Context: an optimization exercise on an open-source flow, tuned for a short achievable clock period and few clock cycles. The choices shown serve that exercise and are no tape-out recipe. RTL that was checked went through simulation tests only; none was proved equivalent to the original. No driver is modelled on the clock port, so clock power and skew are understated where the tree is cut down; a real chip needs a root buffer or a tree. Power is estimated from default activity; no workload was simulated.

==> module ShortestPath, before the edit <==
module ShortestPath(Go, Clk, Rst, L_In, M_In, L_Out, P_Out, M_Addr, L_Addr, P_Addr,
				M_En, M_Rw, L_En, L_Rw, P_En, P_Rw, Done);
	input Go;
	input Clk, Rst;
	input [7:0] L_In, M_In;
	output [7:0] L_Out;
	output [7:0] P_Out;
	output [12:0] M_Addr, L_Addr, P_Addr;
	output M_En, M_Rw, L_En, L_Rw, P_En, P_Rw, Done;
	localparam [12:0] LAST = 13'd8191;
	reg        iss;
	reg [12:0] cnt;
	reg        m_en_r;
	reg [12:0] m_addr_r;
	reg        vd;
	reg        v1;
	reg [7:0]  m1;
	reg        v2;
	reg [12:0] idx2;
	reg [7:0]  l, h1, h2, h3;
	reg [1:0]  dir2;
	reg        w_en_r;
	reg [7:0]  l_out_r;
	reg [1:0]  p_out_r;
	reg [12:0] l_addr_r, p_addr_r;
	reg        last_o;
	reg        done_r;
	assign M_En   = m_en_r;
	assign M_Rw   = 1'b0;
	assign M_Addr = m_addr_r;
	assign L_En   = w_en_r;
	assign L_Rw   = 1'b1;
	assign L_Addr = l_addr_r;
	assign L_Out  = l_out_r;
	assign P_En   = w_en_r;
	assign P_Rw   = 1'b1;
	assign P_Addr = p_addr_r;
	assign P_Out  = {6'b000010, p_out_r};
	assign Done   = done_r;
	wire [3:0] cell1    = idx2[3:0] + 4'd1;
	wire       fi0      = cell1[3:2] == 2'd0;
	wire       fj0      = cell1[1:0] == 2'd0;
	wire [7:0] left     = l;
	wire [7:0] up       = h3;
	wire [7:0] sum_left = add8(m1, left);
	wire [7:0] sum_up   = add8(m1, up);
	wire       up_lt    = up < left;
	function [7:0] add8(input [7:0] a, input [7:0] b);
		reg [4:0] lo;
		reg [3:0] hi0, hi1;
		begin
			lo  = a[3:0] + b[3:0];
			hi0 = a[7:4] + b[7:4];
			hi1 = a[7:4] + b[7:4] + 4'd1;
			add8 = {lo[4] ? hi1 : hi0, lo[3:0]};
		end
	endfunction
	always @(posedge Clk) begin
		if (Rst) begin
			iss    <= 1'b0;
			m_en_r <= 1'b0;
			vd     <= 1'b0;
			v1     <= 1'b0;
			v2     <= 1'b0;
			w_en_r <= 1'b0;
			last_o <= 1'b0;
			done_r <= 1'b0;
		end else begin
			if (Go)
				iss <= 1'b1;
			else if (iss && cnt == LAST)
				iss <= 1'b0;
			m_en_r <= iss;
			vd     <= m_en_r;
			v1     <= vd;
			v2     <= v1;
			w_en_r <= v2;
			last_o <= v2 && !v1;
			done_r <= last_o;
		end
		cnt      <= iss ? cnt + 13'd1 : 13'd0;
		m_addr_r <= cnt;
		m1   <= M_In;
		idx2 <= v1 ? idx2 + 13'd1 : 13'h1fff;
		if (fi0 && fj0) begin
			l    <= m1;
			dir2 <= 2'b00;        
		end else if (fi0) begin
			l    <= sum_left;
			dir2 <= 2'b01;        
		end else if (fj0) begin
			l    <= sum_up;
			dir2 <= 2'b10;        
		end else if (up_lt) begin
			l    <= sum_up;
			dir2 <= 2'b10;        
		end else begin
			l    <= sum_left;
			dir2 <= 2'b01;        
		end
		h1 <= l;
		h2 <= h1;
		h3 <= h2;
		l_out_r  <= v2 ? l : 8'd0;
		p_out_r  <= dir2;
		l_addr_r <= idx2;
		p_addr_r <= v2 ? idx2 : 13'd0;
	end
endmodule
Settings: LEC_CHECK=0, CAP_MARGIN=20, CORE_MARGIN=2, CORE_UTILIZATION=40, SLEW_MARGIN=20, TNS_END_PERCENT=100; clock period 7.0 ns.
standard.sh (not shown) runs the stock make flow with config.mk's settings and CLKGATE_MAP_FILE= SYNTH_SCRIPT=/design/flow/synth_recipe.tcl, a recipe that flattens the netlist after the stock synthesis.
==> flow/flow/run.sh <==
#!/bin/bash
# Standard ORFS layout, except that after CTS the clock tree is replaced by one level
# of clock buffers fed straight from the clock port (see flow/clock_tree.tcl), and
# timing repair aims for a slack of 5.1 ns.
set -euo pipefail
here=$(pwd)
bash standard.sh SETUP_SLACK_MARGIN=5.1 POST_CTS_TCL="$here/flow/clock_tree.tcl" finish > standard.log 2>&1
Other scripts of this flow, unchanged in this note and not shown: flow/flow/clock_tree.tcl
The baseline went through all stages and came out clean.
Testbench counts at the start, summed over its fixed seeds: cycles 65,588.
Rerun with:
--- a/flow/design.v
+++ b/flow/design.v
@@ -15,11 +15,10 @@
 	reg [12:0] m_addr_r;
 	reg        vd;
 	reg        v1;
 	reg [7:0]  m1;
 	reg        v2;
-	reg [12:0] idx2;
 	reg [7:0]  l, h1, h2, h3;
 	reg [1:0]  dir2;
 	reg        w_en_r;
 	reg [7:0]  l_out_r;
 	reg [1:0]  p_out_r;
@@ -36,18 +35,19 @@
 	assign P_En   = w_en_r;
 	assign P_Rw   = 1'b1;
 	assign P_Addr = p_addr_r;
 	assign P_Out  = {6'b000010, p_out_r};
 	assign Done   = done_r;
-	wire [3:0] cell1    = idx2[3:0] + 4'd1;
+	wire [3:0] cell1    = cnt[3:0] - 4'd3;
 	wire       fi0      = cell1[3:2] == 2'd0;
 	wire       fj0      = cell1[1:0] == 2'd0;
 	wire [7:0] left     = l;
 	wire [7:0] up       = h3;
 	wire [7:0] sum_left = add8(m1, left);
 	wire [7:0] sum_up   = add8(m1, up);
 	wire       up_lt    = up < left;
+	wire [12:0] idx2    = cnt - 13'd4;
 	function [7:0] add8(input [7:0] a, input [7:0] b);
 		reg [4:0] lo;
 		reg [3:0] hi0, hi1;
 		begin
 			lo  = a[3:0] + b[3:0];
@@ -77,14 +77,13 @@
 			v2     <= v1;
 			w_en_r <= v2;
 			last_o <= v2 && !v1;
 			done_r <= last_o;
 		end
-		cnt      <= iss ? cnt + 13'd1 : 13'd0;
+		cnt      <= (iss || m_en_r || vd || v1 || v2) ? cnt + 13'd1 : 13'd0;
 		m_addr_r <= cnt;
-		m1   <= M_In;
-		idx2 <= v1 ? idx2 + 13'd1 : 13'h1fff;
+		m1 <= M_In;
 		if (fi0 && fj0) begin
 			l    <= m1;
 			dir2 <= 2'b00;        
 		end else if (fi0) begin
 			l    <= sum_left;
Worst setup slack loses 8.2 ps.
Fmax shrinks by 0.41%.
Via count drops by 8.6%.
Cell area goes down by 8.1%.
Global-route usage came out higher by 0.39 points.
Critical path depth goes up by 8.
Hold slack barely changes.
Routed wire length came out lower by 7.0%.
Register-to-register slack gets worse by 90 ps.
Synthesized cell count fell by 5.4%.
Utilization came out lower by 0.60 points.
Power climbs by 43%.
Clock skew stays flat.
Function not checked in the second run of this note: the RTL went through the layout flow alone. In every run of this note, the design's own scripts or RTL, not TritonCTS, make the clock network.

==> separate check: timing with driven ports <==
The results above use ideal ports. As a check the final layouts listed here were re-extracted and re-timed, cells and wires unchanged. Step 1 assumes that a clkbuf_16 drives the clock port and a buf_2 every other input. Step 2, shift: input delay + t, output delay - t, t = (earliest + latest rising clock arrival at the registers) / 2. This alone moves slack from input paths to output paths. Three values: ideal ports, drivers, drivers and shift; two values: the first two.
| run | t (ns) | setup slack, ns | worst setup path after step 2 | clock arrival spread, ns |
|---|---|---|---|---|
| the first run | 0.241 | 5.000 / 4.897 / 5.073 | input to register | 0.010 / 0.010 |
| the second run | 0.236 | 4.991 / 4.905 / 4.985 | input to register | 0.008 / 0.008 |
After both steps setup and hold are still met in every run listed. The setup slack of the second run, which loses most, moves by -0.086 ns with the drivers and by -0.006 ns with both steps.
